This design comes from an exercise in tuning for small area on the open sky130 flow, not from production work.
The RTL was checked by simulation tests, not by an equivalence proof against the original design.
Power and IR drop assume default switching activity.

**flow/config.mk**
```make
export PLATFORM = sky130hd
export DESIGN_NAME = mst_fifo_top
export DESIGN_NICKNAME = mst_fifo_top
export VERILOG_FILES = /design/flow/design.v
export SDC_FILE = /design/flow/constraint.sdc
export NUM_CORES = 4
export LEC_CHECK = 0
export CAP_MARGIN = 20
export CORE_MARGIN = 2
export CORE_UTILIZATION = 40
export SLEW_MARGIN = 20
```
**flow/constraint.sdc**
```tcl
create_clock -name core_clock -period 10.0 [get_ports {CLK}]
set_input_delay 2.0000 -clock core_clock [delete_from_list [all_inputs] [get_ports {CLK}]]
set_output_delay 2.0000 -clock core_clock [all_outputs]
set_load 0.01 [all_outputs]
```
**flow/design.v**
```verilog
module mst_fifo_io (
  input wire HRST_N,
  input wire SRST_N,
  input wire MLTCN,  
  input wire STREN,  
  input wire ERDIS,  
  input wire [3:0] MST_RD_N,	 
  input wire [3:0] MST_WR_N,    
  input wire R_OOB,
  input wire W_OOB, 
  input wire CLK,
  input wire [31:0] DATA_I,
  input wire [3:0]  BE_I,
  output wire [31:0] DATA_O,
  output wire [3:0]  BE_O,
  output wire DT_OE_N,
  output wire BE_OE_N,
  input wire RXF_N,   	 
  input wire TXE_N,
  output wire WR_N,     
  output wire SIWU_N,
  output wire RD_N,
  output wire OE_N,
  output wire [3:0] debug_sig,
  output wire [3:0] seq_err, 
  input wire [31:0] tp_data,
  input wire [3:0]  tp_be,
  input wire tp_dt_oe_n,
  input wire tp_be_oe_n,
  input wire tp_siwu_n,
  input wire tp_wr_n,      
  input wire tp_rd_n,
  input wire tp_oe_n,
  input wire [3:0] tp_debug_sig,  
  input wire [3:0] tp_seq_err, 
  output wire [31:0] tc_data,
  output wire [3:0]  tc_be,
  output wire tc_rst_n,
  output wire tc_clk,
  output wire tc_txe_n,
  output wire tc_rxf_n,
  output wire tc_mltcn,
  output wire tc_stren,
  output wire tc_erdis,  
  output wire tc_r_oob,
  output wire tc_w_oob,  
  output wire [3:0] tc_mst_rd_n,
  output wire [3:0] tc_mst_wr_n
);
  assign tc_clk 	= CLK; 
  assign tc_data  	= DATA_I;
  assign tc_be  	= BE_I;
  assign DATA_O 	= tp_data;
  assign BE_O 		= tp_be;
  assign DT_OE_N	= tp_dt_oe_n;
  assign BE_OE_N	= tp_be_oe_n;
  assign tc_txe_n 	= TXE_N;
  assign tc_rxf_n 	= RXF_N;
  assign SIWU_N  	= tp_siwu_n;
  assign WR_N 		= tp_wr_n;
  assign RD_N    	= tp_rd_n;
  assign OE_N    	= tp_oe_n;
  assign tc_rst_n 		= SRST_N & HRST_N; 
  assign tc_mltcn		= MLTCN;
  assign tc_stren		= STREN;
  assign tc_erdis		= ERDIS;  
  assign tc_r_oob		= R_OOB; 
  assign tc_w_oob		= W_OOB; 
  assign tc_mst_rd_n		= MST_RD_N;
  assign tc_mst_wr_n		= MST_WR_N;
  assign debug_sig		= tp_debug_sig;	
  assign seq_err		= tp_seq_err;
endmodule 
module mst_fifo_fsm (
  input  rst_n,
  input  clk,
  input  txe_n,
  input  rxf_n,
  input  [31:0] idata,
  input  [3:0]  ibe,
  input  mltcn,
  input  stren,
  input  r_oob,
  input  w_oob,
  output  reg [31:0] odata,
  output  reg [3:0]  obe,
  output  reg dt_oe_n,
  output  reg be_oe_n,
  output  reg wr_n,
  output  reg rd_n,
  output  reg oe_n,
  output  rvalid_o,
  output  [1:0] chan,
  output  [31:0] chk_data,
  input	  [3:0] chk_err,
  input  [3:0] ififoafull,
  input  [3:0] ififonempt,
  output  ififowr,
  output  [35:0] ififo_wdat,
  output wire prefena,
  output wire prefreq,
  input [ 3:0]  prefnempt,
  input [35:0]  prefdout
);
  localparam IDLE	= 2'd0;
  localparam MTRD	= 2'd1;
  localparam MDLE	= 2'd2;
  localparam MTWR	= 2'd3;
  reg [1:0] nxt_state, cur_stap1, cur_stap2, cur_stap3, cur_stap4;
  wire [1:0] cur_state;
  reg  mst_p1, mst_p2, mst_p3, mst_p4;
  wire [3:0] imst_rd_n;
  wire [3:0] imst_wr_n;
  wire       mst_wr_n_p4;
  wire [3:0] ibuf_ful;
  wire [3:0] ibuf_nep;
  reg  [1:0] ichannel;
  reg  [3:0]  rem_v;
  reg  [35:0] rem_d [3:0];
  reg  [31:0] odata_p1;
  reg  [31:0] odata_p2;
  reg  [3:0]  obe_p1;
  reg  [3:0]  obe_p2;
  reg  rxf_n_p1;
  reg  rxf_n_p2;
  reg  txe_n_p1;
  reg  w_oob_p1;
  reg  w_oob_p2;
  reg  r_oob_p1;
  reg  r_oob_p2;
  reg  r_oob_p3;
  reg  w_1byte;
  reg  w_1flag;
  assign imst_rd_n = {4{mst_p2}};
  assign imst_wr_n = {4{mst_p2}};
  assign mst_wr_n_p4 = mst_p4;
  assign ibuf_ful  = ififoafull;
  assign ibuf_nep  = ififonempt | prefnempt | rem_v;
  reg [3:0] irxf_n;
  reg [3:0] itxe_n;
  always @ (posedge clk or negedge rst_n)
  begin
    if (~rst_n)
    begin
      irxf_n	<=	4'hf;
      itxe_n 	<=	4'hf;
    end
    else if (((cur_stap2 == IDLE) || (cur_stap2 == MDLE)) && (!txe_n) && wr_n)
      begin
        irxf_n    <= mltcn ? idata[15:12] : {3'b111,rxf_n};
        itxe_n    <= mltcn ? idata[11:8]  : {3'b111,txe_n};
      end
  end
  always @ (posedge clk or negedge rst_n)
  begin
    if (~rst_n)
      w_1byte <= 1'b0;
    else if (r_oob_p2 & (!r_oob_p3))
      w_1byte <= 1'b1;
    else if (w_1byte && (cur_stap1 == IDLE) && (cur_stap2 == MTWR))
      w_1byte <= 1'b0;
    else if (!r_oob_p2)
      w_1byte <= 1'b0;
  end
  always @ (posedge clk or negedge rst_n)
  begin
    if (~rst_n)
      w_1flag <= 1'b0;
    else if (!r_oob_p2)
      w_1flag <= 1'b0;
    else if (w_1byte & (cur_stap2 == MTWR))
      w_1flag <= 1'b1;
  end
  reg [3:0] ifsm_cond;
  wire r_oobe;
  assign r_oobe = r_oob_p2 | ((!mltcn) & (!wr_n) & (obe != 4'hF));
  always @ (posedge clk or negedge rst_n)
  begin
    if (~rst_n)
      ifsm_cond <= 4'h0;
    else if (!mltcn)
    begin
      ifsm_cond[0] <= (cur_stap1 == IDLE) & (!imst_rd_n[0]) & (!rxf_n)& (!ibuf_ful[0]);
      ifsm_cond[1] <= (cur_state == MTRD) & ( imst_rd_n[0]  | (rxf_n  & (!rxf_n_p1))  | ibuf_ful[0]) ;
      ifsm_cond[2] <= (cur_state == MDLE) & (!imst_wr_n[0]) & (!txe_n)& (ibuf_nep[0]  | stren | w_1byte) & (!w_1flag);
      ifsm_cond[3] <= (cur_stap3 == MTWR) & ( imst_wr_n[0]  | (txe_n  & (!txe_n_p1))  | r_oobe |
		                            ((!ififonempt[0]) & (!stren) & (!prefnempt[0]))) ;
    end
    else
    begin
      ifsm_cond[0] <= (!imst_rd_n[ichannel]) & (!irxf_n[ichannel])  & (!ibuf_ful[ichannel]) & (cur_stap3 == IDLE);
      ifsm_cond[1] <= ( imst_rd_n[ichannel]  | (rxf_n & (!rxf_n_p1))|   ibuf_ful[ichannel]) & (cur_state == MTRD);
      ifsm_cond[2] <= (!imst_wr_n[ichannel]) & (!itxe_n[ichannel])  & (ibuf_nep[ichannel] | stren) & (cur_stap3 == MDLE);
      ifsm_cond[3] <= ( imst_wr_n[ichannel]  | (rxf_n & (!rxf_n_p1))|
			((!ififonempt[ichannel]) & (!stren) & (!prefnempt[ichannel]))) & (cur_stap3 == MTWR);
    end
  end
  always @ (posedge clk, negedge rst_n)
  begin
    if (~rst_n) begin
      cur_stap1 <= IDLE;
      cur_stap2 <= IDLE;
      cur_stap3 <= IDLE;
      cur_stap4 <= IDLE;
    end
    else begin
      cur_stap1 <= cur_state;
      cur_stap2 <= cur_stap1;
      cur_stap3 <= cur_stap2;
      cur_stap4 <= cur_stap3;
    end
  end
  assign cur_state = nxt_state;
  always @ (posedge clk, negedge rst_n)
  begin
    if (~rst_n)
      nxt_state <= IDLE;
    else if (chk_err != 4'b0000)
      nxt_state <= MDLE;
    else
      case (cur_state)
        IDLE : nxt_state <= ifsm_cond[0] ? MTRD : (((cur_stap4 == IDLE) & (cur_stap3 == IDLE)  &
                                                 (cur_stap2 == IDLE) & (cur_stap1 == IDLE)) ? MDLE : IDLE);
        MTRD : nxt_state <= ifsm_cond[1] ? MDLE : MTRD;
        MDLE : nxt_state <= ifsm_cond[2] ? MTWR : (((cur_stap4 == MDLE) & (cur_stap3 == MDLE)  &
                                                 (cur_stap2 == MDLE) & (cur_stap1 == MDLE)) ? IDLE : MDLE);
        MTWR : nxt_state <= (ifsm_cond[3] | (r_oobe & (!wr_n))) ? IDLE : MTWR;
      endcase
  end
  always @ (posedge clk or negedge rst_n)
  begin
    if (~rst_n)
      ichannel <= 2'b00;
    else if (!mltcn)
      ichannel <= 2'b00;
    else if ((cur_stap1 == IDLE) & (cur_stap2 != IDLE))
      ichannel <= ichannel + 1'b1;
  end
reg  [31:0] rdata;
reg  [3:0] rbe;
reg  rvalid;
wire [31:0] wdata;
wire [3:0] wbe;
wire [36:0] remain_c = {rem_v[ichannel], rem_d[ichannel]};
  always @ (posedge clk or negedge rst_n)
  begin
    if (~rst_n)
    begin
      odata	<= 32'hFFFF_FFFF;
      obe	<=  4'hF;
    end
    else if ((cur_state == MTWR) || (cur_stap1 == MTWR))
      if (!mltcn)
      begin
        odata <= r_oobe ? 32'h0000_0036 : (remain_c[36] ? remain_c[31:0]  : wdata[31:0]);
        obe   <= r_oobe ? 4'h1          : (remain_c[36] ? remain_c[35:32] : wbe);
      end
      else
      begin
        if ((cur_stap1 != MTWR) | (cur_stap2 != MTWR))
        begin
          odata[31:16] <= 16'hffff;
          odata[15:8]  <= odata[15:8];
          odata[7:0]   <= {6'b000000,ichannel} + 1'b1;
          obe          <= 4'h1;
        end
        else
        begin
          odata <= remain_c[36] ? remain_c[31:0]  : wdata[31:0];
          obe   <= remain_c[36] ? remain_c[35:32] : wbe;
        end
      end
    else if ((cur_state == MTRD) & mltcn)
      begin
        odata[31:16] <= 16'hffff;
        odata[15:8]  <= odata[15:8];
        odata[7:0]   <= {6'b000000,ichannel} + 1'b1;
        obe	     <= 4'h0;
      end
    else if ((cur_stap2 == IDLE) | (cur_stap2 == MDLE))
    begin
      odata	<= 32'hFFFF_FFFF;
      obe	<=  4'hF;
    end
  end
  always @ (posedge clk)
  begin
    rdata <= idata;
    rbe   <= ibe;
  end
  always @ (posedge clk or negedge rst_n)
  begin
    if (~rst_n)
      rvalid    <= 'b0;
    else if (cur_stap1 == MTRD)
    begin
      if (mltcn)
        rvalid	<= (rxf_n | wr_n) ? 1'b0 : 1'b1;
      else
        rvalid 	<= (rxf_n | rd_n) ? 1'b0 : (!w_oob_p2);
    end
    else
      rvalid    <= 'b0;
  end
  always @ (posedge clk or negedge rst_n)
  begin
    if (~rst_n)
    begin
      dt_oe_n	<= 'b1;
      be_oe_n 	<= 'b1;
      wr_n	<= 'b1;
      rd_n	<= 'b1;
      oe_n	<= 'b1;
    end
    else
    begin
      if ((cur_state == IDLE) || (cur_state == MDLE))
      begin
        dt_oe_n	<= mltcn;
        be_oe_n	<= 'b0;
        wr_n	<= 'b1;
        rd_n	<= 'b1;
        oe_n	<= 'b1;
      end
      else if (cur_state == MTRD)
        if (!mltcn)
        begin
          dt_oe_n 	<= 'b1;
          be_oe_n 	<= 'b1;
          wr_n		<= 'b1;
          rd_n		<= (rxf_n_p1 | oe_n) ? 1'b1 : 1'b0;
          oe_n		<=  rxf_n_p1         ? 1'b1 : 1'b0;
        end
        else
        begin
          be_oe_n 	<= !(cur_stap1 == IDLE);
          wr_n		<= (rxf_n_p1 & (!rxf_n_p2)) ? 1'b1 : ((cur_stap1 == IDLE)?  1'b0 : wr_n);
          rd_n		<= 1'b1;
          oe_n		<= 1'b1;
        end
      else if (cur_state == MTWR)
        if (!mltcn)
        begin
      	  dt_oe_n	<= 1'b0;
      	  be_oe_n 	<= 1'b0;
          if ((cur_stap3 == MTWR) && (cur_stap4 == MDLE))
            wr_n        <= 1'b0;
          else if (((!prefnempt[0]) & (!stren)) | r_oobe | txe_n)
	    wr_n 	<= 1'b1;
      	  rd_n		<= 'b1;
      	  oe_n		<= 'b1;
        end
        else
        begin
          dt_oe_n	<= wr_n;
          be_oe_n 	<= 1'b0;
          if (rxf_n_p1 & (!rxf_n_p2))
            wr_n	<= 1'b1;
          else if (cur_stap1 == MDLE)
            wr_n	<= 1'b0;
          else if ((!rxf_n_p1) & (((!stren) & (!prefnempt[ichannel])) | ifsm_cond[3]))
            wr_n	<= 1'b1;
          rd_n		<= 1'b1;
          oe_n		<= 1'b1;
        end
    end
  end
  wire readburst;
  reg  readburst_p1;
  wire rd245;
  wire rd600;
  wire rema600;
  assign rd245 = (!mltcn) && (!txe_n) && (prefnempt[0] | stren) && (!r_oobe) && (cur_stap3 == MTWR)
                          && (!rem_v[0]) && (!mst_wr_n_p4) && prefena;
  assign rd600 =   mltcn  && (!wr_n) && (prefnempt[ichannel] | stren) && (cur_stap3 == MTWR);
  assign rema600 = (!remain_c[36]) & (cur_stap2 == MTWR) & (cur_stap3 != MTWR) & mltcn;
  assign readburst  = rd245 | rd600;
  wire rem_clr = ((cur_stap3 == MTWR) && (cur_stap4 == MDLE) && (!mltcn)) ||
                 ((cur_stap2 == MTWR) && (cur_stap3 == MDLE) && mltcn);
  wire rem_ld2 = (!wr_n & txe_n    & readburst_p1 & !mltcn)  |
                 ( wr_n & rxf_n_p1 & readburst_p1 & mltcn )  |
                 (!wr_n & rxf_n_p1 & readburst_p1 & mltcn );
  wire rem_ld1 = (!wr_n & !rxf_n_p1 & !readburst    & mltcn) |
                 ( wr_n & !rxf_n_p1 &  readburst_p1 & mltcn);
  always @ (posedge clk or negedge rst_n)
  begin
    if (~rst_n)
      rem_v <= 4'd0;
    else if (rem_clr)
      rem_v[ichannel] <= 1'b0;
    else if (rem_ld2 | rem_ld1)
      rem_v[ichannel] <= 1'b1;
  end
  always @ (posedge clk)
  begin
    if (!rem_clr & (rem_ld2 | rem_ld1))
      rem_d[ichannel] <= rem_ld2 ? {obe_p2,odata_p2} : {obe,odata};
  end
  always @ (posedge clk or negedge rst_n)
  begin
    if (~rst_n)
    begin
      readburst_p1<= 1'b0;
      rxf_n_p1	  <= 1'b1;
      rxf_n_p2    <= 1'b1;
      txe_n_p1	  <= 1'b1;
      w_oob_p1    <= 1'b0;
      w_oob_p2    <= 1'b0;
      r_oob_p1    <= 1'b0;
      r_oob_p2    <= 1'b0;
      r_oob_p3    <= 1'b0;
      mst_p1      <= 1'b1;
      mst_p2      <= 1'b1;
      mst_p3      <= 1'b1;
      mst_p4      <= 1'b1;
    end
    else
    begin
      readburst_p1<= readburst;
      rxf_n_p1    <= rxf_n;
      rxf_n_p2    <= rxf_n_p1;
      txe_n_p1    <= txe_n;
      w_oob_p1    <= w_oob;
      w_oob_p2    <= w_oob_p1;
      r_oob_p1    <= r_oob;
      r_oob_p2    <= r_oob_p1;
      r_oob_p3    <= r_oob_p2;
      mst_p1      <= 1'b0;
      mst_p2      <= mst_p1;
      mst_p3      <= mst_p2;
      mst_p4      <= mst_p3;
    end
  end
  always @ (posedge clk)
  begin
    odata_p1    <= odata;
    odata_p2    <= odata_p1;
    obe_p1      <= obe;
    obe_p2      <= obe_p1;
  end
assign rvalid_o = rvalid;
assign chan     = ichannel;
assign chk_data = rdata;
assign prefena = (cur_state == MTWR);
assign prefreq = readburst | rema600;
assign wdata   = prefdout[31:0];
assign wbe     = prefdout[35:32];
assign ififowr  	= rvalid & (!stren);
assign ififo_wdat 	= {rbe,rdata};
endmodule
module mst_fifo_ctl #(
  parameter CAW = 3,           
  parameter AW  = CAW + 2      
  ) ( 
  input  clk,
  input  rst_n,
  input  mltcn, 
  input  fiford,    
  input  [1:0] fifordid,  
  input  fifowr,
  input  [1:0] fifowrid,     
  output reg [3:0] fifoafull,  
  output wire [3:0] fifonempt,  
  input  [35:0] fifo_din,
  output wire [35:0] fifo_dout, 
  output  wire mem_we,           
  output  wire [AW-1:0] mem_a,     
  output  wire [35:0] mem_d,	 
  input   wire [35:0] mem_q	 
  );
wire mem_re;
reg [AW-1:0] wrcnt0;
reg [CAW-1:0] wrcnt1;
reg [CAW-1:0] wrcnt2;
reg [CAW-1:0] wrcnt3;
reg [CAW-1:0] wrcnt;
reg [AW-1:0] rdcnt0;
reg [CAW-1:0] rdcnt1;
reg [CAW-1:0] rdcnt2;
reg [CAW-1:0] rdcnt3;
reg [CAW-1:0] rdcnt;
wire [AW-1:0] mem_wa;
assign      mem_wa = mltcn ? {fifowrid,wrcnt} : wrcnt0;
wire [AW-1:0] mem_ra;
assign      mem_ra = mltcn ? {fifordid,rdcnt} : rdcnt0;
always @ (*)  
  begin 
  case (fifowrid)
    2'b00: wrcnt = wrcnt0[CAW-1:0];
    2'b01: wrcnt = wrcnt1;
    2'b10: wrcnt = wrcnt2;
    2'b11: wrcnt = wrcnt3;
  endcase
  end  
always @ (*)  
  begin 
  case (fifordid)
    2'b00: rdcnt = rdcnt0[CAW-1:0];
    2'b01: rdcnt = rdcnt1;
    2'b10: rdcnt = rdcnt2;
    2'b11: rdcnt = rdcnt3;
  endcase
  end 
assign mem_a = mem_we ? mem_wa : mem_ra;
assign mem_d = fifo_din;
assign fifo_dout = mem_q; 
always @(posedge clk or negedge rst_n)
  begin
  if(!rst_n)
    wrcnt0 <= {AW{1'b0}};   
  else if (mem_we & (fifowrid == 2'b00)) 
    wrcnt0 <= wrcnt0 + 1'b1;
  end
always @(posedge clk or negedge rst_n)
  begin
  if(!rst_n)
    wrcnt1 <= {CAW{1'b0}};   
  else if (mem_we & (fifowrid == 2'b01)) 
    wrcnt1 <= wrcnt1 + 1'b1;
  end
always @(posedge clk or negedge rst_n)
  begin
  if(!rst_n)
    wrcnt2 <= {CAW{1'b0}};   
  else if (mem_we & (fifowrid == 2'b10)) 
    wrcnt2 <= wrcnt2 + 1'b1;
  end
always @(posedge clk or negedge rst_n)
  begin
  if(!rst_n)
    wrcnt3 <= {CAW{1'b0}};   
  else if (mem_we & (fifowrid == 2'b11)) 
    wrcnt3 <= wrcnt3 + 1'b1;
  end
always @(posedge clk or negedge rst_n)
  begin
  if(!rst_n)
    rdcnt0 <= {AW{1'b0}};   
  else if (mem_re & (fifordid == 2'b00)) 
    rdcnt0 <= rdcnt0 + 1'b1;
  end
always @(posedge clk or negedge rst_n)
  begin
  if(!rst_n)
    rdcnt1 <= {CAW{1'b0}};   
  else if (mem_re & (fifordid == 2'b01)) 
    rdcnt1 <= rdcnt1 + 1'b1;
  end
always @(posedge clk or negedge rst_n)
  begin
  if(!rst_n)
    rdcnt2 <= {CAW{1'b0}};   
  else if (mem_re & (fifordid == 2'b10)) 
    rdcnt2 <= rdcnt2 + 1'b1;
  end
always @(posedge clk or negedge rst_n)
  begin
  if(!rst_n)
    rdcnt3 <= {CAW{1'b0}};   
  else if (mem_re & (fifordid == 2'b11)) 
    rdcnt3 <= rdcnt3 + 1'b1;
  end
wire [3:0] fifofull;
wire full;
assign full  =   fifofull[fifowrid];
wire notempty;
assign notempty    =   fifonempt[fifordid];
assign mem_we      =   fifowr & (!full);
assign mem_re      =   fiford & (notempty);
reg [AW:0] fifolen0;
reg [CAW:0] fifolen1;
reg [CAW:0] fifolen2;
reg [CAW:0] fifolen3;
assign fifonempt[0] = |fifolen0;
assign fifonempt[1] = |fifolen1;
assign fifonempt[2] = |fifolen2;
assign fifonempt[3] = |fifolen3; 
assign fifofull[0] = mltcn ? fifolen0[CAW] : fifolen0[AW];
assign fifofull[1] = mltcn ? fifolen1[CAW] : 1'b0;
assign fifofull[2] = mltcn ? fifolen2[CAW] : 1'b0; 
assign fifofull[3] = mltcn ? fifolen3[CAW] : 1'b0; 
always @ (posedge clk or negedge rst_n)
  begin 
    if (!rst_n) 
      fifolen0 <= {(AW+1){1'b0}};
    else if (mem_we & (fifowrid == 2'b00))
      fifolen0 <= fifolen0 + 1'b1;
    else if (mem_re & (fifordid == 2'b00))
      fifolen0 <= fifolen0 - 1'b1;
  end 
always @ (posedge clk or negedge rst_n)
  begin 
    if (!rst_n) 
      fifolen1 <= {(CAW+1){1'b0}};
    else if (mem_we & (fifowrid == 2'b01))
      fifolen1 <= fifolen1 + 1'b1;
    else if (mem_re & (fifordid == 2'b01))
      fifolen1 <= fifolen1 - 1'b1;
  end 
always @ (posedge clk or negedge rst_n)
  begin 
    if (!rst_n) 
      fifolen2 <= {(CAW+1){1'b0}};
    else if (mem_we & (fifowrid == 2'b10))
      fifolen2 <= fifolen2 + 1'b1;
    else if (mem_re & (fifordid == 2'b10))
      fifolen2 <= fifolen2 - 1'b1;
  end 
always @ (posedge clk or negedge rst_n)
  begin 
    if (!rst_n) 
      fifolen3 <= {(CAW+1){1'b0}};
    else if (mem_we & (fifowrid == 2'b11))
      fifolen3 <= fifolen3 + 1'b1;
    else if (mem_re & (fifordid == 2'b11))
      fifolen3 <= fifolen3 - 1'b1;
  end 
always @ (posedge clk or negedge rst_n)
  begin 
    if (!rst_n)
      fifoafull <= 4'h0;
    else if (mltcn) 
      begin
      fifoafull[0] <= (fifolen0 >= (1 << CAW) - 5);
      fifoafull[1] <= (fifolen1 >= (1 << CAW) - 5);
      fifoafull[2] <= (fifolen2 >= (1 << CAW) - 5);
      fifoafull[3] <= (fifolen3 >= (1 << CAW) - 5);
      end
    else  
      begin
      fifoafull[0] <= (fifolen0 >= (1 << AW) - 5);
      fifoafull[1] <= 1'b0;
      fifoafull[2] <= 1'b0; 
      fifoafull[3] <= 1'b0;
      end
  end 
endmodule
module mst_sp_ram #(
  parameter AW = 5,
  parameter DW = 36
  ) (
  input  wire [AW-1:0] address,
  input  wire          clock,
  input  wire [DW-1:0] data,
  input  wire          wren,
  output wire [DW-1:0] q,
  input  wire          stren,
  input  wire [1:0]    chan,
  input  wire          gen_we,
  input  wire [31:0]   gen_d,
  input  wire          chk_we,
  input  wire [31:0]   chk_d,
  output wire [31:0]   hi_q
);
  reg [DW-1:0] mem [0:(1<<AW)-1];
  reg [AW-1:0] addr_r;
  wire [3:0]    wa    = stren ? {2'b00, chan} : address[3:0];
  wire          we_lo = stren ? gen_we : (wren & !address[4]);
  wire          we_hi = stren ? chk_we : (wren &  address[4]);
  wire [DW-1:0] d_lo  = stren ? {data[DW-1:32], gen_d} : data;
  wire [DW-1:0] d_hi  = stren ? {data[DW-1:32], chk_d} : data;
  integer r;
  always @(posedge clock)
  begin
    for (r = 0; r < 16; r = r + 1)
    begin
      if (we_lo && (wa == r))
        mem[r] <= d_lo;
      if (we_hi && (wa == r))
        mem[r+16] <= d_hi;
    end
    addr_r <= address;
  end
  wire [3:0]    ra   = stren ? {2'b00, chan} : addr_r[3:0];
  wire [DW-1:0] lo_w = mem[{1'b0, ra}];
  wire [DW-1:0] hi_w = mem[{1'b1, ra}];
  assign q    = (addr_r[4] & !stren) ? hi_w : lo_w;
  assign hi_q = hi_w[31:0];
endmodule
module mst_data_gen (
  input rst_n,
  input clk,
  input req,               
  input [1:0] chan,
  input [31:0] row,        
  output [31:0] gen_val,   
  output [31:0] gen_nxt    
);
  reg [3:0] vld;
  assign gen_val = row | {32{~vld[chan]}};
  assign gen_nxt = gen_val + 1'b1;
  always @ (posedge clk or negedge rst_n)
  begin
    if (!rst_n)
      vld <= 4'h0;
    else if (req)
      vld[chan] <= 1'b1;
  end
endmodule
module mst_data_chk (
  input  rst_n,
  input  clk,
  input  erdis,
  input  vld,               
  input  [1:0] chan,
  input  [31:0] rdata,
  input  [31:0] row,        
  output upd,               
  output [31:0] cmp_nxt,
  output wire [3:0] seq_err
);
  reg [3:0] cvld;
  reg [3:0] cmp_err;
  wire [31:0] cmp_val = row & {32{cvld[chan]}};
  wire        go      = vld & !cmp_err[chan] & !erdis;
  wire        match   = (rdata == cmp_val);
  assign cmp_nxt = cmp_val + 1'b1;
  assign upd     = go & match;
  assign seq_err = cmp_err & {4{!erdis}};
  always @ (posedge clk or negedge rst_n)
  begin
    if (!rst_n)
    begin
      cvld    <= 4'h0;
      cmp_err <= 4'h0;
    end
    else if (go)
    begin
      if (match)
        cvld[chan] <= 1'b1;
      else
        cmp_err[chan] <= 1'b1;
    end
  end
endmodule
module mst_pre_fet
    (
     input clk,
     input rst_n,
     input rxf_n,
     input mltcn,
     input wr_n,
     input prefena,             
     input prefreq,             
     input prefmod,             
     input [1:0] prefchn,       
     output [3:0] prefnempt,    
     output [35:0] prefdout,    
     output ififord,            
     input [3:0] ifnempt,       
     input [35:0] prefdin,      
     output genreq              
     );
reg     [35:0]  pref_dat [15:0];
reg     [2:0]   pref_len [3:0];
reg     [1:0]   wrcnt    [3:0];
reg     [3:0]   wrapped;
wire [2:0] len_c   = pref_len[prefchn];
wire [1:0] wrcnt_c = wrcnt[prefchn];
assign  prefnempt[0]    =   (pref_len[0] != 3'd0);
assign  prefnempt[1]    =   (pref_len[1] != 3'd0);
assign  prefnempt[2]    =   (pref_len[2] != 3'd0);
assign  prefnempt[3]    =   (pref_len[3] != 3'd0);
wire    nempt_c  = (len_c != 3'd0);
wire    full_c   = len_c[2];
reg     datareq_p1;
wire    write;
assign  write       =   (datareq_p1 & !full_c);
reg wr_n_p1;
always @(posedge clk or negedge rst_n)
begin
  if (~rst_n)
    wr_n_p1	<= 1'b0;
  else
    wr_n_p1 <= wr_n;
end
reg wr_start;
always @(posedge clk or negedge rst_n)
begin
  if (~rst_n)
    wr_start <= 1'b0;
  else if (!wr_n && wr_n_p1)
    wr_start <= 1'b1;
  else
    wr_start <= 1'b0;
end
wire    rd245;
wire    rd600;
assign  rd245       =   prefreq & nempt_c;
assign  rd600       =   (!rxf_n | (wr_start & prefreq)) & nempt_c;
wire    rd          =   mltcn ? rd600 : rd245;
always @(posedge clk)
begin
  if (write)
    pref_dat[{prefchn, wrcnt_c}] <= prefdin;
end
integer i;
always @(posedge clk or negedge rst_n)
begin
  if(!rst_n)
  begin
    for (i = 0; i < 4; i = i + 1)
    begin
      wrcnt[i]    <= 2'b00;
      pref_len[i] <= 3'b000;
    end
    wrapped <= 4'h0;
  end
  else
  begin
    if (write)
    begin
      wrcnt[prefchn] <= wrcnt_c + 1'b1;
      if (wrcnt_c == 2'b11)
        wrapped[prefchn] <= 1'b1;
    end
    case ({rd, write})
      2'b01:   pref_len[prefchn] <= len_c + 1'b1;
      2'b10:   pref_len[prefchn] <= len_c - 1'b1;
      default: ;
    endcase
  end
end
wire [1:0] rdcnt_c = wrcnt_c - len_c[1:0];
assign prefdout = pref_dat[{prefchn, rdcnt_c}] & {36{wrapped[prefchn] | nempt_c}};
wire prenotful_c = (len_c < 3'd3);
wire datareq;
assign datareq = prefena && prenotful_c && (ifnempt[prefchn] | prefmod) ;
assign ififord = datareq && (!prefmod);
always @(posedge clk or negedge rst_n)
begin
  if(!rst_n)
    datareq_p1 <= 1'b0;
  else
    datareq_p1 <= datareq;
end
assign genreq = datareq & prefmod;
endmodule
module mst_fifo_top (
  input wire HRST_N,
  input wire MLTCN,  
  input wire STREN,  
  input wire ERDIS,  
  input wire R_OOB,
  input wire W_OOB,  
  input wire WAKEUP_N, 
  input wire CLK,
  input wire [31:0] DATA_I,   
  input wire [3:0]  BE_I,
  output wire [31:0] DATA_O,  
  output wire [3:0]  BE_O,
  output wire DT_OE_N,        
  output wire BE_OE_N,        
  input wire RXF_N,     
  input wire TXE_N,
  output wire WR_N,     
  output wire SIWU_N,
  output wire RD_N,
  output wire OE_N,
  output wire [3:0] debug_sig,
  output wire [3:0] STRER
);
  assign debug_sig[0]   = WAKEUP_N; 
  assign debug_sig[3:1] = 3'b101;
  wire [31:0] tp_data;
  wire [3:0]  tp_be;
  wire tp_dt_oe_n;
  wire tp_be_oe_n;
  wire tp_siwu_n;
  wire tp_wr_n;      
  wire tp_rd_n;
  wire tp_oe_n;
  wire [3:0] tp_debug_sig;
  wire [3:0] tp_seq_err;
  wire [31:0] tc_data;
  wire [3:0]  tc_be;
  wire tc_rst_n;
  wire tc_clk;
  wire tc_txe_n;
  wire tc_rxf_n;
  wire tc_mltcn;
  wire tc_stren;
  wire tc_bus16;
  wire tc_erdis;
  wire tc_r_oob;
  wire tc_w_oob;
  wire [3:0] tc_mst_rd_n;
  wire [3:0] tc_mst_wr_n; 
  mst_fifo_io i0_io (
    .HRST_N	(HRST_N),
    .SRST_N	(1'b1),
    .MLTCN	(MLTCN), 
    .STREN	(STREN), 
    .ERDIS	(ERDIS), 
    .MST_RD_N	(4'h0),   
    .MST_WR_N	(4'h0), 
    .R_OOB	(R_OOB), 
    .W_OOB	(W_OOB), 
    .CLK		(CLK),
    .DATA_I	(DATA_I),
    .BE_I	(BE_I),
    .DATA_O	(DATA_O),
    .BE_O	(BE_O),
    .DT_OE_N	(DT_OE_N),
    .BE_OE_N	(BE_OE_N),
    .RXF_N	(RXF_N),   
    .TXE_N	(TXE_N),
    .WR_N	(WR_N),
    .SIWU_N	(SIWU_N),
    .RD_N	(RD_N),
    .OE_N	(OE_N),
    .debug_sig	(),  
    .seq_err	(STRER),
    .tp_data	(tp_data),
    .tp_be	(tp_be),
    .tp_dt_oe_n	(tp_dt_oe_n),
    .tp_be_oe_n	(tp_be_oe_n),
    .tp_siwu_n	(tp_siwu_n),
    .tp_wr_n	(tp_wr_n),   
    .tp_rd_n	(tp_rd_n),
    .tp_oe_n	(tp_oe_n),
    .tp_debug_sig(tp_debug_sig),
    .tp_seq_err	(tp_seq_err),
    .tc_data	(tc_data),
    .tc_be	(tc_be),
    .tc_rst_n	(tc_rst_n),
    .tc_clk	(tc_clk),
    .tc_txe_n	(tc_txe_n),
    .tc_rxf_n	(tc_rxf_n),
    .tc_mltcn	(tc_mltcn),
    .tc_stren	(tc_stren),
    .tc_erdis	(tc_erdis),
    .tc_r_oob	(tc_r_oob),
    .tc_w_oob	(tc_w_oob),
    .tc_mst_rd_n(tc_mst_rd_n),
    .tc_mst_wr_n(tc_mst_wr_n) 
  );
  wire rvalid;
  wire [1:0] chan;
  wire [31:0] chk_data;
  wire ififord;
  wire ififowr;
  wire [3:0] ififoafull;
  wire [3:0] ififonempt;
  wire [35:0] ififo_wdat;
  wire [35:0] ififo_rdat;
  wire prefena;
  wire prefreq;
  wire[ 3:0]  prefnempt;
  wire[35:0]  prefdout;
  wire[35:0]  prefdin;
  wire        genreq;
  mst_fifo_fsm i1_fsm (
    .rst_n	(tc_rst_n),
    .clk		(tc_clk),
    .txe_n	(tc_txe_n),
    .rxf_n	(tc_rxf_n),
    .idata	(tc_data),
    .ibe		(tc_be),
    .mltcn	(tc_mltcn),
    .stren	(tc_stren),
    .r_oob	(tc_r_oob),
    .w_oob	(tc_w_oob),
    .odata	(tp_data),
    .obe		(tp_be),
    .dt_oe_n(tp_dt_oe_n),
    .be_oe_n(tp_be_oe_n),
    .wr_n	(tp_wr_n),
    .rd_n	(tp_rd_n),
    .oe_n	(tp_oe_n),
    .rvalid_o	(rvalid),
    .chan	(chan),
    .chk_data	(chk_data),
    .chk_err	(tp_seq_err),
    .ififoafull	(ififoafull),
    .ififonempt	(ififonempt),
    .ififowr	(ififowr),
    .ififo_wdat	(ififo_wdat),
    .prefena   (prefena),
    .prefreq   (prefreq),
    .prefnempt (prefnempt),
    .prefdout  (prefdout)
  );
  assign tp_siwu_n    = 1'b1;
  assign tp_debug_sig = 4'b1010;
   mst_pre_fet i2_pref (
    .clk      (tc_clk),
    .rst_n    (tc_rst_n),
    .rxf_n    (tc_rxf_n),
    .mltcn    (tc_mltcn),
    .wr_n     (tp_wr_n),
    .prefena  (prefena),
    .prefreq  (prefreq),
    .prefmod  (tc_stren),
    .prefchn  (chan),
    .prefnempt(prefnempt),
    .prefdout (prefdout),
    .ififord  (ififord),
    .ifnempt  (ififonempt),
    .prefdin  (prefdin),
    .genreq   (genreq)
     );
  wire chk_rst_n;
  assign chk_rst_n = (!tc_w_oob) & tc_rst_n;
  wire chk_upd;
  wire [31:0] chk_nxt;
  wire [31:0] chk_row;
  mst_data_chk i3_chk(
    .rst_n	(chk_rst_n),
    .clk	(tc_clk),
    .erdis 	(tc_erdis),
    .vld	(rvalid & tc_stren),
    .chan	(chan),
    .rdata	(chk_data),
    .row	(chk_row),
    .upd	(chk_upd),
    .cmp_nxt	(chk_nxt),
    .seq_err	(tp_seq_err)
  );
  wire gen_rst_n;
  assign gen_rst_n = (!tc_r_oob) & tc_rst_n;
  wire [31:0] gen_val;
  wire [31:0] gen_nxt;
  mst_data_gen i4_gen(
    .rst_n	(gen_rst_n),
    .clk	(tc_clk),
    .req	(genreq),
    .chan	(chan),
    .row	(ififo_rdat[31:0]),
    .gen_val	(gen_val),
    .gen_nxt	(gen_nxt)
  );
  assign prefdin = tc_stren ? {4'hf, gen_val} : ififo_rdat;
  wire mem_w;
  wire [4:0] mem_a;
  wire [35:0] mem_d;
  wire [35:0] mem_q;
  mst_fifo_ctl i5_ctl(
    .clk	(tc_clk),
    .rst_n	(tc_rst_n),
    .mltcn	(tc_mltcn),
    .fiford	(ififord),
    .fifordid	(chan),
    .fifowr	(ififowr),
    .fifowrid	(chan),
    .fifoafull	(ififoafull),
    .fifonempt	(ififonempt),
    .fifo_din	(ififo_wdat),
    .fifo_dout	(ififo_rdat),
    .mem_we	(mem_w),
    .mem_a	(mem_a),
    .mem_d	(mem_d),
    .mem_q	(mem_q)
    );
  mst_sp_ram i6_ram (
    .address	(mem_a),
    .clock	(tc_clk),
    .data	(mem_d),
    .wren	(mem_w),
    .q		(mem_q),
    .stren	(tc_stren),
    .chan	(chan),
    .gen_we	(genreq),
    .gen_d	(gen_nxt),
    .chk_we	(chk_upd),
    .chk_d	(chk_nxt),
    .hi_q	(chk_row)
  );
endmodule 
```
**flow/run.sh**
```bash
#!/bin/bash
# synth_recipe.tcl (not shown) runs the flow's synth.tcl, then flattens the netlist and writes it again
# the make line also repeats each setting of config.mk as NAME=value (left out here)
make -C /OpenROAD-flow-scripts/flow DESIGN_CONFIG=/design/flow/config.mk WORK_HOME=/design/flow/orfs CLKGATE_MAP_FILE= SYNTH_SCRIPT=/design/flow/synth_recipe.tcl finish
```
==> results.txt, run 1 <==
status finished clean; # hold bufs at CTS 0; nature of the critical path endpoint register; Levels on crit path 13; P per Cell Area 294 nW/µm²; area of the mapped netlist 86500 µm²; Reg clk slew, reported paths 70 ps; Synth Flop Type edfxtp_1; crit-path cells clkbuf_8 -> or3b_1 -> nor3_4 -> a222oi_1 -> nor4b_2 -> nor2_1 -> xor2_1 -> nor4_1 -> nand4_1 -> nor4_4 -> a21oi_4 -> nor3_2 -> buf_4; post-synthesis mux area share 0.0798; WL per Instance 33.9 µm; syn avg cell area 16.5 µm²; endpoints failing hold 0; largest family of logic cells by synthesized area compound AO/OA/AOI/OAI gates; Num Clock Sinks 2159; Max Slew Vio Count 0; Starting DRT DRC Count 7678; reg2reg start i6_ram.addr_r[1]; combined area of the multi-input logic cells 22400 µm²; final setup TNS 0 ps; Top Ports 96; sequential fraction of the synthesis area 0.727; Row Count 170; Worst Setup Start Kind input pin; Seq. cell area 62900 µm²; area grow syn2layout 14.6%; number of synthesized flops with an enable pin 1872; CP max stage delay 1020 ps; Tot Pwr 0.0291 W; Synth Area in Adders 0.00564; vias per inst 6.22; CTS resizes 0; Post-Synth XOR/XNOR Area 0.00932; reg-to-reg slack, setup 2770 ps; Setup Buffers After CTS 0; Clock Skew 89.5 ps; vias in the first global route 51200; gr usage total 0.258; largest net degree at the start of global routing 106; total of fill cells in the finished design 18300; first-pass GRT wire length 400 mm; Buf/Inv on CP 2; max-cap viol count 0; Die Y 469 µm; die area 220000 µm²; slew margin rel. 0.150; Final Cycle Share 0.781; CTS tree yes; Hold Path Sink i1_fsm.w_oob_p2; Worst path top cell family by delay simple AND/OR/NAND/NOR gates; IO buf count 89; fraction of layout cells with a size suffix above 1 0.196; DRC errors left 0; initial core utilization 0.402; synth unique cells 118; critical-path maximum fanout 64; simple logic cell fraction of the synthesized area 0.0666; fin area 99100 µm²; routability cong. 0.979; Area after DPL 91700 µm²; Final ANT Viol Nets 0; gr ovfl total 0; final setup fails 0; worst hold path cell count 0; die width 469 µm; Static Leak 32.5 nW; initial antenna violation count 18; warnings from Yosys 9; Yosys reg bits 2159; Gate Count Post-Synth 5238; Total Routed Length 288 mm; H-Tree Depth 4; CTS buffer count 219; Setup Crit Path Kind in -> reg; WP data arrival 8290 ps; commonest non-fill, non-tap cell in the layout edfxtp_1; Max Root-Sink Buffers 3; complex-gate fraction of the synthesized area 0.0907; drt first pass iters 9; Skew-Pair Late Insertion Delay 910 ps; min cycle time layout 7810 ps; Worst path slowest cell a222oi_1; Root Driver clkbuf_16; r2r endpoint i6_ram.mem[21][24]; reg2reg path depth 14; most frequent cells in the layout edfxtp_1, nand2_1, mux4_2; worst-margin pin slew 1260 ps; RSZ-0062 raised after global routing false; min-delay worst type reg -> reg; Core Region 215000 µm²; VDD IR-drop max 0.000408 V; max frequency 0.128 GHz; post-DP HPWL 179 mm; hold_sp i1_fsm.w_oob_p1; Via Count 52800; CP required 10480 ps; NumNets Final 5537; async set-or-reset flop fraction in the synthesized netlist 0.0806
[area by class of cell]
class | count | area share
flip-flops and latches | 2159 | 0.635
multi-input cells | 2702 | 0.226
clock buffers | 277 | 0.0587
well taps | 2838 | 0.0358
repair buffers | 312 | 0.0272
clock inverters | 133 | 0.0143
inverters | 61 | 0.00232
diodes | 4 | 0.000101
[cell families (layout without fill, tap and decap cells)]
group	after synthesis	count (layout)
multiplexers	399	399
adder cells (fa/ha/maj)	36	36
buffers and inverters	380	783
AND/OR/NAND/NOR	1083	1083
AO/OA/AOI/OAI	1087	1087
XOR/XNOR	92	92
flip-flops	2159	2159
other	2	9
[report_power, final]
part	total, W	switching (W)	internal (W)
combinational	0.00947	0.00592	0.00355
clock	0.00821	0.00359	0.00462
sequential	0.0115	0.000351	0.0111
total	0.0291	0.00986	0.0193
[cell usage after synthesis (22+ instances only)]
cell	instances	area share
a22o_1	59	0.0060
nor4_1	23	0.0017
nand2_1	252	0.011
nand2b_1	30	0.0022
a21oi_1	167	0.0097
nor3_1	64	0.0037
xnor2_1	61	0.0062
buf_1	30	0.0013
and3_1	86	0.0062
buf_4	42	0.0036
inv_1	58	0.0025
and2_1	29	0.0021
ha_1	31	0.0045
edfxtp_1	1872	0.65
mux2_2	81	0.011
nand3_1	118	0.0068
nand3b_1	31	0.0027
dfstp_2	56	0.017
a22oi_1	191	0.017
or3_1	22	0.0016
nor2b_1	37	0.0027
a221oi_1	64	0.0065
clkbuf_1	157	0.0068
a21o_1	32	0.0028
o21ai_0	206	0.012
a2111oi_0	26	0.0026
a222oi_1	34	0.0039
xor2_1	31	0.0031
mux4_2	224	0.058
nand4_1	43	0.0031
buf_2	79	0.0046
a221o_1	22	0.0025
dfrtp_1	118	0.034
mux2i_1	94	0.011
o22ai_1	33	0.0024
nor2_1	225	0.0098
dfxtp_1	113	0.026
o211ai_1	22	0.0019
[worst max path at each step]
| stage | startpoint | end | slack, ps |
|---|---|---|---|
| 3_5_place_dp | STREN | i6_ram.mem[23][27] | 1890 |
| 4_1_cts | STREN | i6_ram.mem[23][13] | 2780 |
| 6_report | STREN | i6_ram.mem[21][24] | 2190 |
| 3_3_place_gp | STREN | i6_ram.mem[23][27] | 1450 |
| 5_1_grt | STREN | i6_ram.mem[20][21] | 2190 |
| 2_1_floorplan | STREN | i6_ram.mem[19][0] | 2280 |
[stage by stage]
stage / util / instances / setup slack (ps) / hold WS, ps
after detailed placement: 0.427 / 8070 / 1890 / 312
final: 0.461 / 8486 / 2190 / 317
after CTS: 0.461 / 8480 / 2780 / 313
after global routing: 0.461 / 8482 / 2190 / 316
after floorplan: - / 5241 / 2280 / 310
after global placement: 0.427 / 8068 / 1450 / 310
[state kept, by name, summed over array words and instances, names as in the netlist, 5 cells and up, named ones only]
register	count
i5_ctl.wrcnt0	5
i1_fsm.rdata	32
i1_fsm.odata_p2	32
i2_pref.pref_len	12
i5_ctl.fifolen0	6
i6_ram.mem	1152
i2_pref.pref_dat	576
i1_fsm.odata	32
i1_fsm.rem_d	144
i5_ctl.rdcnt0	5
i1_fsm.odata_p1	32
i6_ram.addr_r	5
i2_pref.wrcnt	8
[routing by layer]
metal,GRT usage,routed length [µm]
met3,0.0578,28900
met4,0.142,17900
met2,0.405,133000
met5,0,63
met1,0.333,108000
==> run 2: changes to the inputs <==
--- a/flow/design.v
+++ b/flow/design.v
@@ -383,12 +383,18 @@
   wire rem_ld1 = (!wr_n & !rxf_n_p1 & !readburst    & mltcn) |
                  ( wr_n & !rxf_n_p1 &  readburst_p1 & mltcn);
+  integer k;
   always @ (posedge clk or negedge rst_n)
   begin
     if (~rst_n)
       rem_v <= 4'd0;
-    else if (rem_clr)
-      rem_v[ichannel] <= 1'b0;
-    else if (rem_ld2 | rem_ld1)
-      rem_v[ichannel] <= 1'b1;
+    else
+      for (k = 0; k < 4; k = k + 1)
+        if (ichannel == k)
+        begin
+          if (rem_clr)
+            rem_v[k] <= 1'b0;
+          else if (rem_ld2 | rem_ld1)
+            rem_v[k] <= 1'b1;
+        end
   end
   always @ (posedge clk)
@@ -452,16 +458,16 @@
   parameter CAW = 3,           
   parameter AW  = CAW + 2      
-  ) ( 
+  ) (
   input  clk,
   input  rst_n,
-  input  mltcn, 
-  input  fiford,    
-  input  [1:0] fifordid,  
+  input  mltcn,
+  input  fiford,
+  input  [1:0] fifordid,
   input  fifowr,
-  input  [1:0] fifowrid,     
+  input  [1:0] fifowrid,
   output reg [3:0] fifoafull,  
   output wire [3:0] fifonempt,  
   input  [35:0] fifo_din,
-  output wire [35:0] fifo_dout, 
+  output wire [35:0] fifo_dout,
   output  wire mem_we,           
   output  wire [AW-1:0] mem_a,     
@@ -474,40 +480,32 @@
 reg [CAW-1:0] wrcnt2;
 reg [CAW-1:0] wrcnt3;
-reg [CAW-1:0] wrcnt;
-reg [AW-1:0] rdcnt0;
-reg [CAW-1:0] rdcnt1;
-reg [CAW-1:0] rdcnt2;
-reg [CAW-1:0] rdcnt3;
-reg [CAW-1:0] rdcnt;
-wire [AW-1:0] mem_wa;
-assign      mem_wa = mltcn ? {fifowrid,wrcnt} : wrcnt0;
-wire [AW-1:0] mem_ra;
-assign      mem_ra = mltcn ? {fifordid,rdcnt} : rdcnt0;
-always @ (*)  
-  begin 
+reg [AW:0] fifolen0;
+reg [CAW:0] fifolen1;
+reg [CAW:0] fifolen2;
+reg [CAW:0] fifolen3;
+reg [AW-1:0] wrsel;
+reg [AW-1:0] lensel;
+always @ (*)
+  begin
   case (fifowrid)
-    2'b00: wrcnt = wrcnt0[CAW-1:0];
-    2'b01: wrcnt = wrcnt1;
-    2'b10: wrcnt = wrcnt2;
-    2'b11: wrcnt = wrcnt3;
-  endcase
-  end  
-always @ (*)  
-  begin 
-  case (fifordid)
-    2'b00: rdcnt = rdcnt0[CAW-1:0];
-    2'b01: rdcnt = rdcnt1;
-    2'b10: rdcnt = rdcnt2;
-    2'b11: rdcnt = rdcnt3;
+    2'b00: begin wrsel = wrcnt0;                 lensel = fifolen0[AW-1:0];         end
+    2'b01: begin wrsel = {{(AW-CAW){1'b0}}, wrcnt1}; lensel = {{(AW-CAW-1){1'b0}}, fifolen1}; end
+    2'b10: begin wrsel = {{(AW-CAW){1'b0}}, wrcnt2}; lensel = {{(AW-CAW-1){1'b0}}, fifolen2}; end
+    2'b11: begin wrsel = {{(AW-CAW){1'b0}}, wrcnt3}; lensel = {{(AW-CAW-1){1'b0}}, fifolen3}; end
   endcase
-  end 
+  end
+wire [AW-1:0] rdsel = wrsel - lensel;
+wire [AW-1:0] mem_wa;
+assign      mem_wa = mltcn ? {fifowrid,wrsel[CAW-1:0]} : wrsel;
+wire [AW-1:0] mem_ra;
+assign      mem_ra = mltcn ? {fifordid,rdsel[CAW-1:0]} : rdsel;
 assign mem_a = mem_we ? mem_wa : mem_ra;
 assign mem_d = fifo_din;
-assign fifo_dout = mem_q; 
+assign fifo_dout = mem_q;
 always @(posedge clk or negedge rst_n)
   begin
   if(!rst_n)
-    wrcnt0 <= {AW{1'b0}};   
-  else if (mem_we & (fifowrid == 2'b00)) 
+    wrcnt0 <= {AW{1'b0}};
+  else if (mem_we & (fifowrid == 2'b00))
     wrcnt0 <= wrcnt0 + 1'b1;
   end
@@ -515,6 +513,6 @@
   begin
   if(!rst_n)
-    wrcnt1 <= {CAW{1'b0}};   
-  else if (mem_we & (fifowrid == 2'b01)) 
+    wrcnt1 <= {CAW{1'b0}};
+  else if (mem_we & (fifowrid == 2'b01))
     wrcnt1 <= wrcnt1 + 1'b1;
   end
@@ -522,6 +520,6 @@
   begin
   if(!rst_n)
-    wrcnt2 <= {CAW{1'b0}};   
-  else if (mem_we & (fifowrid == 2'b10)) 
+    wrcnt2 <= {CAW{1'b0}};
+  else if (mem_we & (fifowrid == 2'b10))
     wrcnt2 <= wrcnt2 + 1'b1;
   end
@@ -529,36 +527,8 @@
   begin
   if(!rst_n)
-    wrcnt3 <= {CAW{1'b0}};   
-  else if (mem_we & (fifowrid == 2'b11)) 
+    wrcnt3 <= {CAW{1'b0}};
+  else if (mem_we & (fifowrid == 2'b11))
     wrcnt3 <= wrcnt3 + 1'b1;
   end
-always @(posedge clk or negedge rst_n)
-  begin
-  if(!rst_n)
-    rdcnt0 <= {AW{1'b0}};   
-  else if (mem_re & (fifordid == 2'b00)) 
-    rdcnt0 <= rdcnt0 + 1'b1;
-  end
-always @(posedge clk or negedge rst_n)
-  begin
-  if(!rst_n)
-    rdcnt1 <= {CAW{1'b0}};   
-  else if (mem_re & (fifordid == 2'b01)) 
-    rdcnt1 <= rdcnt1 + 1'b1;
-  end
-always @(posedge clk or negedge rst_n)
-  begin
-  if(!rst_n)
-    rdcnt2 <= {CAW{1'b0}};   
-  else if (mem_re & (fifordid == 2'b10)) 
-    rdcnt2 <= rdcnt2 + 1'b1;
-  end
-always @(posedge clk or negedge rst_n)
-  begin
-  if(!rst_n)
-    rdcnt3 <= {CAW{1'b0}};   
-  else if (mem_re & (fifordid == 2'b11)) 
-    rdcnt3 <= rdcnt3 + 1'b1;
-  end
 wire [3:0] fifofull;
 wire full;
@@ -568,19 +538,15 @@
 assign mem_we      =   fifowr & (!full);
 assign mem_re      =   fiford & (notempty);
-reg [AW:0] fifolen0;
-reg [CAW:0] fifolen1;
-reg [CAW:0] fifolen2;
-reg [CAW:0] fifolen3;
 assign fifonempt[0] = |fifolen0;
 assign fifonempt[1] = |fifolen1;
 assign fifonempt[2] = |fifolen2;
-assign fifonempt[3] = |fifolen3; 
+assign fifonempt[3] = |fifolen3;
 assign fifofull[0] = mltcn ? fifolen0[CAW] : fifolen0[AW];
 assign fifofull[1] = mltcn ? fifolen1[CAW] : 1'b0;
-assign fifofull[2] = mltcn ? fifolen2[CAW] : 1'b0; 
-assign fifofull[3] = mltcn ? fifolen3[CAW] : 1'b0; 
+assign fifofull[2] = mltcn ? fifolen2[CAW] : 1'b0;
+assign fifofull[3] = mltcn ? fifolen3[CAW] : 1'b0;
 always @ (posedge clk or negedge rst_n)
-  begin 
-    if (!rst_n) 
+  begin
+    if (!rst_n)
       fifolen0 <= {(AW+1){1'b0}};
     else if (mem_we & (fifowrid == 2'b00))
@@ -588,8 +554,8 @@
     else if (mem_re & (fifordid == 2'b00))
       fifolen0 <= fifolen0 - 1'b1;
-  end 
+  end
 always @ (posedge clk or negedge rst_n)
-  begin 
-    if (!rst_n) 
+  begin
+    if (!rst_n)
       fifolen1 <= {(CAW+1){1'b0}};
     else if (mem_we & (fifowrid == 2'b01))
@@ -597,8 +563,8 @@
     else if (mem_re & (fifordid == 2'b01))
       fifolen1 <= fifolen1 - 1'b1;
-  end 
+  end
 always @ (posedge clk or negedge rst_n)
-  begin 
-    if (!rst_n) 
+  begin
+    if (!rst_n)
       fifolen2 <= {(CAW+1){1'b0}};
     else if (mem_we & (fifowrid == 2'b10))
@@ -606,8 +572,8 @@
     else if (mem_re & (fifordid == 2'b10))
       fifolen2 <= fifolen2 - 1'b1;
-  end 
+  end
 always @ (posedge clk or negedge rst_n)
-  begin 
-    if (!rst_n) 
+  begin
+    if (!rst_n)
       fifolen3 <= {(CAW+1){1'b0}};
     else if (mem_we & (fifowrid == 2'b11))
@@ -615,10 +581,10 @@
     else if (mem_re & (fifordid == 2'b11))
       fifolen3 <= fifolen3 - 1'b1;
-  end 
+  end
 always @ (posedge clk or negedge rst_n)
-  begin 
+  begin
     if (!rst_n)
       fifoafull <= 4'h0;
-    else if (mltcn) 
+    else if (mltcn)
       begin
       fifoafull[0] <= (fifolen0 >= (1 << CAW) - 5);
@@ -627,12 +593,12 @@
       fifoafull[3] <= (fifolen3 >= (1 << CAW) - 5);
       end
-    else  
+    else
       begin
       fifoafull[0] <= (fifolen0 >= (1 << AW) - 5);
       fifoafull[1] <= 1'b0;
-      fifoafull[2] <= 1'b0; 
+      fifoafull[2] <= 1'b0;
       fifoafull[3] <= 1'b0;
       end
-  end 
+  end
 endmodule
 module mst_sp_ram #(
@@ -648,7 +614,7 @@
   input  wire [1:0]    chan,
   input  wire          gen_we,
-  input  wire [31:0]   gen_d,
+  input  wire          gen_sel,    
+  input  wire [31:0]   gen_src,
   input  wire          chk_we,
-  input  wire [31:0]   chk_d,
   output wire [31:0]   hi_q
 );
@@ -658,6 +624,6 @@
   wire          we_lo = stren ? gen_we : (wren & !address[4]);
   wire          we_hi = stren ? chk_we : (wren &  address[4]);
-  wire [DW-1:0] d_lo  = stren ? {data[DW-1:32], gen_d} : data;
-  wire [DW-1:0] d_hi  = stren ? {data[DW-1:32], chk_d} : data;
+  wire [31:0]   base  = gen_sel ? gen_src : data[31:0];
+  wire [DW-1:0] d_w   = {data[DW-1:32], base + {31'd0, stren}};
   integer r;
   always @(posedge clock)
@@ -666,7 +632,7 @@
     begin
       if (we_lo && (wa == r))
-        mem[r] <= d_lo;
+        mem[r] <= d_w;
       if (we_hi && (wa == r))
-        mem[r+16] <= d_hi;
+        mem[r+16] <= d_w;
     end
     addr_r <= address;
@@ -683,11 +649,8 @@
   input req,               
   input [1:0] chan,
-  input [31:0] row,        
-  output [31:0] gen_val,   
-  output [31:0] gen_nxt    
+  output vld_c             
 );
   reg [3:0] vld;
-  assign gen_val = row | {32{~vld[chan]}};
-  assign gen_nxt = gen_val + 1'b1;
+  assign vld_c   = vld[chan];
   always @ (posedge clk or negedge rst_n)
   begin
@@ -707,5 +670,4 @@
   input  [31:0] row,        
   output upd,               
-  output [31:0] cmp_nxt,
   output wire [3:0] seq_err
 );
@@ -715,5 +677,4 @@
   wire        go      = vld & !cmp_err[chan] & !erdis;
   wire        match   = (rdata == cmp_val);
-  assign cmp_nxt = cmp_val + 1'b1;
   assign upd     = go & match;
   assign seq_err = cmp_err & {4{!erdis}};
@@ -823,5 +784,14 @@
 end
 wire [1:0] rdcnt_c = wrcnt_c - len_c[1:0];
-assign prefdout = pref_dat[{prefchn, rdcnt_c}] & {36{wrapped[prefchn] | nempt_c}};
+wire [3:0] rsel = {prefchn, rdcnt_c};
+wire gate = wrapped[prefchn] | nempt_c;
+reg [35:0] pd_or;
+integer k;
+always @(*) begin
+  pd_or = 36'd0;
+  for (k = 0; k < 16; k = k + 1)
+    pd_or = pd_or | (pref_dat[k] & {36{(rsel == k) & gate}});
+end
+assign prefdout = pd_or;
 wire prenotful_c = (len_c < 3'd3);
 wire datareq;
@@ -1004,5 +974,4 @@
   assign chk_rst_n = (!tc_w_oob) & tc_rst_n;
   wire chk_upd;
-  wire [31:0] chk_nxt;
   wire [31:0] chk_row;
   mst_data_chk i3_chk(
@@ -1015,11 +984,9 @@
     .row	(chk_row),
     .upd	(chk_upd),
-    .cmp_nxt	(chk_nxt),
     .seq_err	(tp_seq_err)
   );
   wire gen_rst_n;
   assign gen_rst_n = (!tc_r_oob) & tc_rst_n;
-  wire [31:0] gen_val;
-  wire [31:0] gen_nxt;
+  wire        gen_vld;
   mst_data_gen i4_gen(
     .rst_n	(gen_rst_n),
@@ -1027,9 +994,8 @@
     .req	(genreq),
     .chan	(chan),
-    .row	(ififo_rdat[31:0]),
-    .gen_val	(gen_val),
-    .gen_nxt	(gen_nxt)
+    .vld_c	(gen_vld)
   );
-  assign prefdin = tc_stren ? {4'hf, gen_val} : ififo_rdat;
+  assign prefdin = {ififo_rdat[35:32] | {4{tc_stren}},
+                    ififo_rdat[31:0]  | {32{tc_stren & !gen_vld}}};
   wire mem_w;
   wire [4:0] mem_a;
@@ -1062,7 +1028,7 @@
     .chan	(chan),
     .gen_we	(genreq),
-    .gen_d	(gen_nxt),
+    .gen_sel	(tc_stren & !rvalid),
+    .gen_src	(prefdin[31:0]),
     .chk_we	(chk_upd),
-    .chk_d	(chk_nxt),
     .hi_q	(chk_row)
   );
--- a/flow/config.mk
+++ b/flow/config.mk
@@ -8,4 +8,7 @@
 export CAP_MARGIN = 20
 export CORE_MARGIN = 2
-export CORE_UTILIZATION = 40
+export CORE_UTILIZATION = 65
+export CTS_BUF_LIST = sky130_fd_sc_hd__clkbuf_8
+export CTS_CLUSTER_DIAMETER = 60
+export CTS_CLUSTER_SIZE = 12
 export SLEW_MARGIN = 20
==> run 2 against run 1 <==
Effect of this change:
- still clean
- critical path depth increased by 1
- count of clock-buffer cells in the layout decreased by 77
- power decreased by 11%
- sequential cell count decreased by 14
- non-clock buffer count increased by 9
- clock power decreased by 41%
- sequential power increased by 3%
- largest power group unchanged
==> results.txt, run 2 <==
Synth Flop Type edfxtp_1; nature of the critical path endpoint register; most frequent cells in the layout edfxtp_1, a22oi_1, o21ai_0; gr ovfl total 0; Max Root-Sink Buffers 3; Static Leak 30.0 nW; Top Ports 96; post-synth top area share 0.670; Seq. cell area 62600 µm²; Setup Buffers After CTS 0; switching pwr 0.0100 W; fraction of layout cells with a size suffix above 1 0.156; NumNets Final 5505; slew margin rel. 0.180; Post-synth top cells edfxtp_1, a22oi_1, o21ai_0; Skew-Pair Late Insertion Delay 1010 ps; area of the mapped netlist 83900 µm²; max frequency 0.139 GHz; Area after DPL 87900 µm²; Top reg by flops i6_ram.mem; die width 363 µm; Switching Fraction 0.387; gr usage total 0.424; clock network power share 0.187; min cycle time layout 7180 ps; die area 132000 µm²; final setup fails 0; CTS buffer count 200; worst-margin pin slew 1230 ps; WP data arrival 7800 ps; initial core utilization 0.656; initial antenna violation count 16; # hold bufs at CTS 0; r2r endpoint i6_ram.mem[4][24]; max-cap viol count 0; Core Region 128000 µm²; area grow syn2layout 8.95%; routability cong. 0.994; biggest regs i6_ram.mem x1152, i2_pref.pref_dat x576, i1_fsm.rem_d x144; Num Clock Sinks 2145; sequential fraction of the synthesis area 0.746; first-pass GRT wire length 388 mm; Yosys reg bits 2145; Synth area leader edfxtp_1; worst hold path cell count 0; syn avg cell area 16.1 µm²; total of fill cells in the finished design 8235; CTS tree yes; Via Count 54500; Setup Crit Path Kind in -> reg; RSZ-0062 raised after global routing false; Total Routed Length 279 mm; Reg power frac 0.457; Clock Skew 61.4 ps; vias per inst 7.54; setup slack at placement 2150 ps; Critical path origin STREN; critical-path maximum fanout 51; most numerous cell in the Yosys netlist edfxtp_1; WL per Instance 38.5 µm; vias in the first global route 51500; synth unique cells 118; commonest non-fill, non-tap cell in the layout edfxtp_1; largest net degree at the start of global routing 86; Gate Count Post-Synth 5224; combined area of the multi-input logic cells 20300 µm²; DRC errors left 0; status finished clean; drt first pass iters 10; fin area 91400 µm²; Largest register FFs 1152; reg-to-reg slack, setup 2960 ps; fin util 0.715; min-delay worst type reg -> reg; largest cells by area after synthesis edfxtp_1, dfrtp_1, dfxtp_1; Die Y 363 µm; reg2reg start i6_ram.addr_r[2]; Reg clk slew, reported paths 90 ps; Comb pwr share 0.355; Final ANT Viol Nets 0; CP required 10620 ps; CTS resizes 0; Starting DRT DRC Count 9182; VDD IR-drop max 0.000453 V; Max Slew Vio Count 0; P per Cell Area 284 nW/µm²; Int Power 0.0159 W; number of synthesized flops with an enable pin 1872; reg2reg path depth 13; worst setup margin 2820 ps; Hold Path Sink i1_fsm.obe_p2[1]; H-Tree Depth 4; IO buf count 89; warnings from Yosys 9; endpoints failing hold 0; post-DP HPWL 170 mm; Worst Setup Start Kind input pin; Final Cycle Share 0.718; final setup TNS 0 ps; hold_sp i1_fsm.obe_p1[1]; Root Driver clkbuf_8; async set-or-reset flop fraction in the synthesized netlist 0.0746; Row Count 131
run 2: changes by cell type in the layout (fill, tap and decap cells not counted), moves of 48 or more:
cell	change
inv_1	+111
a22oi_1	+99
clkbuf_16	-221
clkbuf_8	+191
a22o_1	+72
mux4_2	-181
nor2_1	-61
clkbuf_1	-48
run 2: power groups by stage:
stage / Clock (W) / Sequential (W) / Combinational [W]
after detailed placement: 0 / 0.0121 / 0.00875
after CTS: 0.00487 / 0.0119 / 0.00878
final: 0.00487 / 0.0119 / 0.00922
after global placement: 0 / 0.0120 / 0.00862
after global routing: 0.00520 / 0.0119 / 0.00943
after floorplan: 0 / 0.0119 / 0.00483
run 2: area by class of cell:
class                   instances  area share
diodes                          6    0.000164
clock buffers                 200      0.0301
clock inverters               145     0.00802
inverters                      51     0.00209
multi-input cells            2700       0.222
flip-flops and latches       2145       0.685
well taps                    1662      0.0228
repair buffers                321      0.0299
run 2: worst max-delay path by stage:
stage                         endpoint  depth (start not counted)  slack [ps]
floorplan            i6_ram.mem[24][0]                         14        2390
global placement    i6_ram.mem[29][13]                         12        2270
detailed placement  i6_ram.mem[20][13]                         12        2150
CTS                 i6_ram.mem[25][13]                         12        3230
global route         i6_ram.mem[31][1]                         14        2880
finish               i6_ram.mem[31][1]                         14        2820
run 2: cell families (layout without fill, tap and decap cells):
family | Yosys count | count (layout) | synth area share
AOI/OAI and AO/OA | 1390 | 1390 | 0.123
buffers and inverters | 382 | 717 | 0.0217
xor gates and xnor gates | 77 | 77 | 0.00804
muxes | 198 | 198 | 0.0312
adders and majority gates | 40 | 40 | 0.00641
DFF | 2145 | 2145 | 0.746
other | 2 | 11 | 0.0000895
and+or+nand+nor | 990 | 990 | 0.0640
run 2: metrics by stage:
step	power (W)	std cells	hold WS, ps
global route	0.0265	7226	336
floorplan	0.0167	5227	310
global placement	0.0207	6873	310
CTS	0.0255	7221	325
detailed placement	0.0208	6876	312
finish	0.0260	7230	331
run 2: per-layer routing:
metal / wire [µm] / track usage
met5: 93 / 0.00109
met4: 21600 / 0.265
met3: 40500 / 0.122
met2: 120000 / 0.617
met1: 96100 / 0.568
run 2: worst max-delay path, stage by stage:
cell and delay, ps:
buf_4 550, buf_4 480, nor3b_1 140, buf_4 280, and3_1 210, a2111oi_0 870
nand4_1 520, mux2_2 450, o22ai_1 160, o21ai_0 150, a211oi_2 420, a41oi_4 480
nor3_2 270, buf_4 610

[what the ideal ports hide]
In the flow no input, the clock included, has a driving cell. The finished layouts below were timed again as built, in two steps. Step 1 (the two cells are an assumption about what drives the block):
set clk [get_ports {CLK}]
set_driving_cell -lib_cell sky130_fd_sc_hd__clkbuf_16 $clk
set_driving_cell -lib_cell sky130_fd_sc_hd__buf_2 [delete_from_list [all_inputs] $clk]
Step 2 moves the port delays by t, midway between the first and last clock arrival at a register: inputs arrive t later, outputs are due t later. That takes back most of the time a late clock gives input paths. Slacks: no drivers / after step 1 / after step 2; pairs: no drivers / after step 1.
| run | t, ns | setup WS [ns] | pins driven straight from the clock port |
|---|---|---|---|
| run 1 | 0.952 | 2.194 / 2.243 / 1.291 | 1 |
| run 2 | 1.061 | 2.818 / 2.858 / 1.797 | 1 |
After both steps every run listed still meets setup and hold. For run 2, which loses most, drivers alone change the setup slack by +0.040 ns; drivers and shift together by -1.021 ns.
